Context: an optimization exercise on an open-source flow, tuned for small area, a short achievable clock period and few clock cycles. The choices shown serve that exercise and are no tape-out recipe.
The RTL was checked by simulation tests, not by an equivalence proof against the original design.
No activity file was given, so power comes from the tool's default toggle rates.

## gemv_top
module gemv_top (
    input  logic        clk,
    input  logic        rst,
    input  logic        start,
    input  logic [9:0]  rows,
    input  logic [9:0]  cols,
    input  logic        x_tile_valid,
    input  logic [63:0] x_tile_in,
    output logic        x_tile_ready,
    input  logic        bias_tile_valid,
    input  logic [63:0] bias_tile_in,
    output logic        bias_tile_ready,
    input  logic        w_valid,
    input  logic [63:0] w_tile_row_in,
    output logic        w_ready,
    output logic        y_tile_valid,
    output logic [63:0] y_tile_out,
    output logic [9:0]  y_tile_idx,
    input  logic        y_tile_ready,
    output logic        tile_done,
    output logic        done
);
    logic xrdy, wrdy, brdy, yvld;
    logic xsel, wsel, bsel, ysel;
    wire  xf = x_tile_valid & xsel;
    wire  wf = w_valid & wsel;
    wire  bf = bias_tile_valid & bsel;
    wire  yf = ysel & y_tile_ready;
    assign x_tile_ready    = xrdy;
    assign w_ready         = wrdy;
    assign bias_tile_ready = brdy;
    assign y_tile_valid    = yvld;
  ...
For scale: roughly 8,400 cells after synthesis, roughly 3,400 flip-flops, roughly 300 I/O pins, about 130,000 µm² of cells after synthesis.
Settings: LEC_CHECK=0, CAP_MARGIN=20, CORE_MARGIN=2, CORE_UTILIZATION=60, CTS_BUF_LIST=sky130_fd_sc_hd__clkbuf_8 sky130_fd_sc_hd__clkbuf_16, CTS_CLUSTER_DIAMETER=55, CTS_CLUSTER_SIZE=30, SLEW_MARGIN=20; clock period 10.0 ns.
standard.sh (not shown) runs the stock make flow with config.mk's settings and CLKGATE_MAP_FILE= SYNTH_SCRIPT=/design/flow/synth_recipe.tcl, a recipe that flattens the netlist after the stock synthesis.
==> flow/flow/run.sh <==
#!/bin/bash
# Layout flow: the standard layout (standard.sh, standard synthesis
# unchanged), with timing repair aimed at a tighter setup slack than the flow
# settings allow, gate sizing not limited to cells of the same footprint, and
# the port buffers made with buf_1 (upsized by the repair where needed). The make output goes to flow_standard.log;
# ORFS's own step logs stay under orfs/logs.
set -euo pipefail
bash standard.sh SETUP_SLACK_MARGIN=6.65 MATCH_CELL_FOOTPRINT=0 \
    "BUFFER_PORTS_ARGS=-buffer_cell sky130_fd_sc_hd__buf_1" finish > flow_standard.log 2>&1
Testbench counts at the start, summed over its fixed seeds: cycles 10,883.
Rerun with:
--- a/flow/design.v
+++ b/flow/design.v
@@ -1192,17 +1192,17 @@
             v1 <= 1'b0; v2 <= 1'b0; rd3 <= 1'b0; rd4 <= 1'b0;
             mku <= 1'b0; dinit <= 1'b0; dcnt <= '0;
             qph <= 1'b0; ecnt <= '0; qi <= '0; tx <= '0;
             qv1 <= 1'b0; qv2 <= 1'b0; qv3 <= 1'b0; acomp <= 1'b0;
         end else begin
             done <= 1'b0;
             cfg  <= 1'b0;
             if (~busy) begin
-                xrdy <= 1'b0; brdy <= 1'b0;
+                xrdy <= 1'b0; wrdy <= 1'b0; brdy <= 1'b0;
                 if (start) begin
                     busy <= 1'b1;
                     cfg  <= 1'b1;
                 end
             end else if (cfg) begin
                 xrdy <= 1'b1;
                 brdy <= 1'b1;
                 kx <= '0; xall <= 1'b0;
@@ -1215,40 +1215,40 @@
                 kx   <= kx + {4'd0, xf};
                 xall <= xall | (xf & (kx[3:0] == ntm1));
                 xrdy <= xrdy_n;
                 if (wf) begin
                     tw <= twi;
                     rw <= rwi;
                 end
                 wact <= wact & ~(wf & w_end);
+                wrdy <= wrdy_n;
                 brd  <= brd + {3'd0, bf};
                 brdy <= brdy_n;
                 if (wf & w_end) ecnt <= 3'd1;
                 else if (ecnt != 3'd0 && ecnt != 3'd5) ecnt <= ecnt + 3'd1;
                 if (ecnt == 3'd4) qph <= 1'b1;
                 qi  <= qi_n;
                 iss <= iss_n;
                 sh  <= (v2 & l2) | (ecnt == 3'd3) | iss_n;    
                 if (yf) tx <= tx + 4'd1;
+                yvld <= yvld_n;
                 if (ymove) acomp <= 1'b0;
                 if (qv3 & ((qs3 == 3'd7) | ql3)) acomp <= 1'b1;
                 if (yf & ylast) begin
                     busy <= 1'b0;
                     done <= 1'b1;
                 end
                 mku   <= kup;
                 dinit <= mku;
                 if (dinit) dcnt <= nit;
                 else if (dcnt != 5'd0) dcnt <= dcnt - 5'd1;
             end
             v1  <= wf;
             v2  <= v1;
-            wrdy <= busy & ~cfg & wrdy_n;    
-            yvld <= yvld_n;
             rd3 <= v2 & l2;
             rd4 <= rd3;
             qv1 <= iss;
             qv2 <= qv1;
             qv3 <= qv2;
         end
     end
     always_ff @(posedge clk) begin
Outcome: The new run completed with no timing, DRC or antenna violations; cell area hardly moves; clock power drops by about 2%; die area hardly moves; global-route usage drops by 0.26 points; non-clock buffer count climbs by 3; routed wire length drops by 0.65%; synthesized cell count hardly moves; clock skew drops by 0.0083 ns; clock-buffer cell count drops by 4; total power stays flat; via count stays flat; worst setup slack stays flat.
Testbench counts after the change, summed over its fixed seeds: cycles 10,883.

==> static timing again, ports no longer ideal <==
The flow's constraints put no driver on any port. The routed layouts listed below were extracted and timed again, unchanged, in two steps.
Step 1: set_driving_cell puts a clkbuf_16 on clk and a buf_2 on each other input, an assumption about the parent block.
Step 2 times the ports against the registers' clock, not the clock port: input delays grow and output delays shrink by t, the midpoint of the rising clock arrivals with the driver on.
Slacks: no drivers / after step 1 / after step 2; pairs: no drivers / after step 1.
run	shift t [ns]	setup slack, ns	hold slack, ns	latest minus earliest clock arrival (ns)	worst data-port slew with drivers (ns)
the first run	0.942	6.498 / 6.408 / 6.310	0.297 / 0.297 / 0.297	0.054 / 0.055	0.16
the second run	0.957	6.499 / 6.408 / 5.872	0.308 / 0.308 / 0.308	0.052 / 0.052	0.11
After both steps setup and hold are still met in every run listed. For the second run, which loses most, drivers alone change the setup slack by -0.091 ns; drivers and shift together by -0.627 ns.
